What follows belongs to an exercise in optimizing a design on an open flow for small area and a short achievable clock period; a production flow would make more cautious choices.
The RTL was checked by simulation tests, not by an equivalence proof against the original design.
Power is estimated from default activity; no workload was simulated.

Setup of 10-16:
## ysyx_22050598_cpu
module ysyx_22050598_cpu(
    	input            clk             ,
    	input            rst             ,
    	output           M_AXI_AWID      ,
	output [63:0]    M_AXI_AWADDR    ,
	output [7:0]     M_AXI_AWLEN     ,
	output [2:0]     M_AXI_AWSIZE    ,
	output [1:0]     M_AXI_AWBURST   ,
	output [3:0]     M_AXI_AWCACHE   ,
	output [2:0]     M_AXI_AWPROT    ,
	output [3:0]     M_AXI_AWQOS     ,
	output           M_AXI_AWVALID   ,
	input            M_AXI_AWREADY   ,
	output [63:0]    M_AXI_WDATA     ,
	output [7:0]     M_AXI_WSTRB     ,
	output           M_AXI_WLAST     ,
	output           M_AXI_WVALID    ,
	input            M_AXI_WREADY    ,
	input            M_AXI_BID       ,
	input  [1:0]     M_AXI_BRESP     ,
	input            M_AXI_BVALID    ,
	output           M_AXI_BREADY    ,
	output           M_AXI_ARID      ,
	output [63:0]    M_AXI_ARADDR    ,
	output [7:0]     M_AXI_ARLEN     ,
	output [2:0]     M_AXI_ARSIZE    ,
	output [1:0]     M_AXI_ARBURST   ,
	output [3:0]     M_AXI_ARCACHE   ,
	output [2:0]     M_AXI_ARPROT    ,
	output [3:0]     M_AXI_ARQOS     ,
	output           M_AXI_ARVALID   ,
	input            M_AXI_ARREADY   ,
	input            M_AXI_RID       ,
	input  [63:0]    M_AXI_RDATA     ,
	input  [1:0]     M_AXI_RRESP     ,
	input            M_AXI_RLAST     ,
	input            M_AXI_RVALID    ,
	output           M_AXI_RREADY
);
clock: 16.0 ns
lec_check: 0
cap_margin: 40
core_margin: 2
core_utilization: 35
cts_cluster_diameter: 100
cts_cluster_size: 20
setup_slack_margin: 0.5
slew_margin: 30
standard.sh (not shown) runs the stock make flow with config.mk's settings and CLKGATE_MAP_FILE= SYNTH_SCRIPT=/design/flow/synth_recipe.tcl, a recipe that flattens the netlist after the stock synthesis.
==> flow/flow/run.sh <==
#!/bin/bash
set -uo pipefail
here=$(pwd)
margin=$(tr -d ' \n' < flow/setup_margin.txt)
bash standard.sh synth > "$here/make_synth.log" 2>&1 || { echo "synthesis failed, see make_synth.log"; exit 1; }
bash standard.sh SETUP_SLACK_MARGIN="$margin" finish > "$here/make_layout.log" 2>&1 || { echo "layout failed, see make_layout.log"; exit 1; }
test -s out/final.def || { echo "no out/final.def"; exit 1; }
echo "flow done (setup slack margin $margin)"
==> flow/flow/setup_margin.txt <==
10.5
Setup changes, 10-16 to 07-15
diff --git a/flow/design.v b/flow/design.v
--- a/flow/design.v
+++ b/flow/design.v
@@ -342,24 +342,25 @@
     output [127:0]   mem_w_data             ,
     output           mem_req_r              ,
     output           mem_req_w              ,
     input  [127:0]   mem_r_data             ,
     input            mem_req_ready          ,
     input            unalign_st             , 
+    input            unalign_nxt            , 
     input            adv                    , 
     input  [31:0]    adv_addr                
 );
     localparam TW = 26;
     reg  [4:0] state_r;
     wire s_cmp  = state_r[0];
     wire s_wmem = state_r[1];
     wire s_fill = state_r[2];
     wire s_wline= state_r[3];
     wire s_rline= state_r[4];
     wire [31:0]   cpu_addr = unalign_st ? addr_b : addr_a;
-    wire [1:0]    set_i = cpu_addr[5:4];
+    wire [1:0]    set_i = set_r;    
     wire cpu_req = cpu_read_req | cpu_write_req;
     wire [TW-1:0] tag_r   [0:15];
     wire [15:0]   valid_r ;
     wire [15:0]   dirty_r ;
     wire [127:0]  data_r  [0:15];
     function [3:0] lookup(input [31:0] x);
@@ -370,24 +371,27 @@
         end
     endfunction
     wire [31:0] addr_a = {cpu_addr_a[31:3], 3'b0};
     wire [28:0] addr_b_hi;
     ysyx_22050598_pfx_add #(29) u_addr_b (.a(cpu_addr_a[31:3]), .b(29'd0), .cin(1'b1), .s(addr_b_hi), .cout());
     wire [31:0] addr_b = {addr_b_hi, 3'b0};
-    reg  [3:0] hit_a_r, hit_b_r;
+    reg  [3:0] hit_a_r, hit_w_r;
+    reg  [1:0] set_r;
+    wire [3:0] hit_a_nxt = adv ? lookup(adv_addr) :
+                           (s_fill & (~unalign_st | ~cpu_addr_a[3])) ? way_r : hit_a_r;
     always @(posedge clk) begin
         if (rst == 1'b0) begin
             hit_a_r <= 4'b0;
-            hit_b_r <= 4'b0;
+            hit_w_r <= 4'b0;
         end else begin
-            if (adv) hit_a_r <= lookup(adv_addr);
-            else if (s_fill & (~unalign_st | ~cpu_addr_a[3])) hit_a_r <= way_r;
-            hit_b_r <= lookup(addr_b);
+            hit_a_r <= hit_a_nxt;
+            hit_w_r <= unalign_nxt ? lookup(addr_b) : hit_a_nxt;
         end
+        set_r <= adv ? adv_addr[5:4] : unalign_nxt ? addr_b[5:4] : addr_a[5:4];
     end
-    wire [3:0] hit_w = unalign_st ? hit_b_r : hit_a_r;
+    wire [3:0] hit_w = hit_w_r;
     wire [TW-1:0] way_tag [0:3];
     wire [127:0]  way_data[0:3];
     genvar w;
     generate
         for (w = 0; w < 4; w = w + 1) begin : g_way
             assign way_tag[w]  = tag_r[w*4 + set_i];
@@ -1080,24 +1084,26 @@
     reg  [63:0] araddr_r ;
     reg         arlen0_r ;
     reg  [63:0] awaddr_r ;
     reg         awlen0_r ;
     reg  [63:0] wdata_r  ;
     reg  [7:0]  wstrb_r  ;
+    reg         wlast_r  ;
     wire        w_cnt_nxt = m_axi_cnt_r ^ m_axi_cnt_ena ;
     always @(posedge clk) begin
         if (read_start) begin
             araddr_r <= state_nxt[0] ? ifu_mem_addr : lsu_mem_addr;
             arlen0_r <= state_nxt[0] | ~core_lsu_is_device;
         end
         if (write_posedge) begin
             awaddr_r <= lsu_mem_addr;
             awlen0_r <= ~core_lsu_is_device;
         end
         wdata_r <= w_cnt_nxt ? lsu_mem_wdata[127:64] : lsu_mem_wdata[63:0];
         wstrb_r <= lsu_wmask;
+        wlast_r <= core_lsu_is_device | w_cnt_nxt;
     end
     assign M_AXI_AWID    = 1'b1             				 	                            ;
     assign M_AXI_AWLEN   = {7'b0,awlen0_r}                                                  ; 
     assign M_AXI_AWSIZE  = 3'b011 				 	                ;
     assign M_AXI_AWBURST = 2'b01                               ;
     assign M_AXI_AWCACHE = 4'b0010   ;
@@ -1106,13 +1112,13 @@
 		   				   3'b000             	                ;
     assign M_AXI_AWQOS   = 4'b0                            				 	                ;
     assign M_AXI_AWADDR  = awaddr_r                                                         ;
     assign M_AXI_AWVALID = m_axi_awvalid_r                     				                ;
     assign M_AXI_WSTRB   = wstrb_r                                                          ;
     assign M_AXI_WDATA   = wdata_r                                                          ;
-    assign M_AXI_WLAST   = core_lsu_is_device | m_axi_cnt_r                                 ;
+    assign M_AXI_WLAST   = wlast_r                                                          ;
     assign M_AXI_WVALID  = m_axi_wvalid_r                   				                ;
     assign M_AXI_BREADY  = 1'b1                             				                ; 
     assign M_AXI_ARID    = lsu_ena ? 1'b1 : 1'b0                              		        ;
     assign M_AXI_ARADDR  = araddr_r                                                         ;
     assign M_AXI_ARLEN   = {7'b0,arlen0_r}                                                  ;
     assign M_AXI_ARSIZE  = 3'b011                      				;
@@ -2086,12 +2092,13 @@
         .clk                    (clk            ),
         .rst                    (rst            ),
         .cpu_read_req           (cpu_read_req   ),
         .cpu_write_req          (cpu_write_req  ),
         .cpu_addr_a             (ls_loc         ),
         .unalign_st             (state_is_lsu_unalign),
+        .unalign_nxt            (unalign_state_ena ? unalign_state_nxt : unalign_state_r),
         .adv                    (lsu_adv        ),
         .adv_addr               (lsu_adv_addr   ),
         .cpu_wmask              (wmask          ),
         .cpu_write_data         (normal_wdata   ),
         .cpu_data_ok            (cpu_data_ok    ),
         .cpu_read_data          (rdata          ),
Going from 10-16 to 07-15, max-slew headroom at the worst pin shrinks by 2.3 points.
Taking 10-16 as the reference point, the sequential share of layout area of 07-15 rises by 1.1 points.
When 07-15 is measured against 10-16, its global routing met1 resource utilization turns out 0.71 points lower.
07-15 improves on 10-16 in fmax.
In the reports for 10-16 and 07-15, the smaller mapped cell area belongs to 07-15.
From 10-16 to 07-15 the numbers moved as follows: flip-flop and latch count flat, inverter count of the layout excluding clock inverters down 14%, layout overhead on the synthesized area down 0.46 points.
The worst ir drop on vdd reported for 07-15 is smaller than that of 10-16 by 18%.

what the ideal ports hide:
Ports are ideal in the flow. The routed layouts listed here were re-timed in OpenROAD.
Step 1 assumes that a clkbuf_16 drives the clock port and a buf_2 every other input.
Step 2 adds t to the input delays and takes it off the output delays; t is the mean of the earliest and latest rising clock arrival at the registers after step 1. Input paths then give back, and output paths get back, about the clock's delay inside the block.
Three values: no drivers, after step 1, after step 2; two values: the first two.
run	t (ns)	setup slack, ns	worst setup path at the end
10-16	1.361	10.148 / 10.105 / 9.156	input to register
07-15	1.357	10.211 / 10.211 / 8.858	input to register
After both steps setup and hold are still met in every run listed. For 07-15, which loses most, drivers alone change the setup slack by 0.000 ns; drivers and shift together by -1.353 ns.
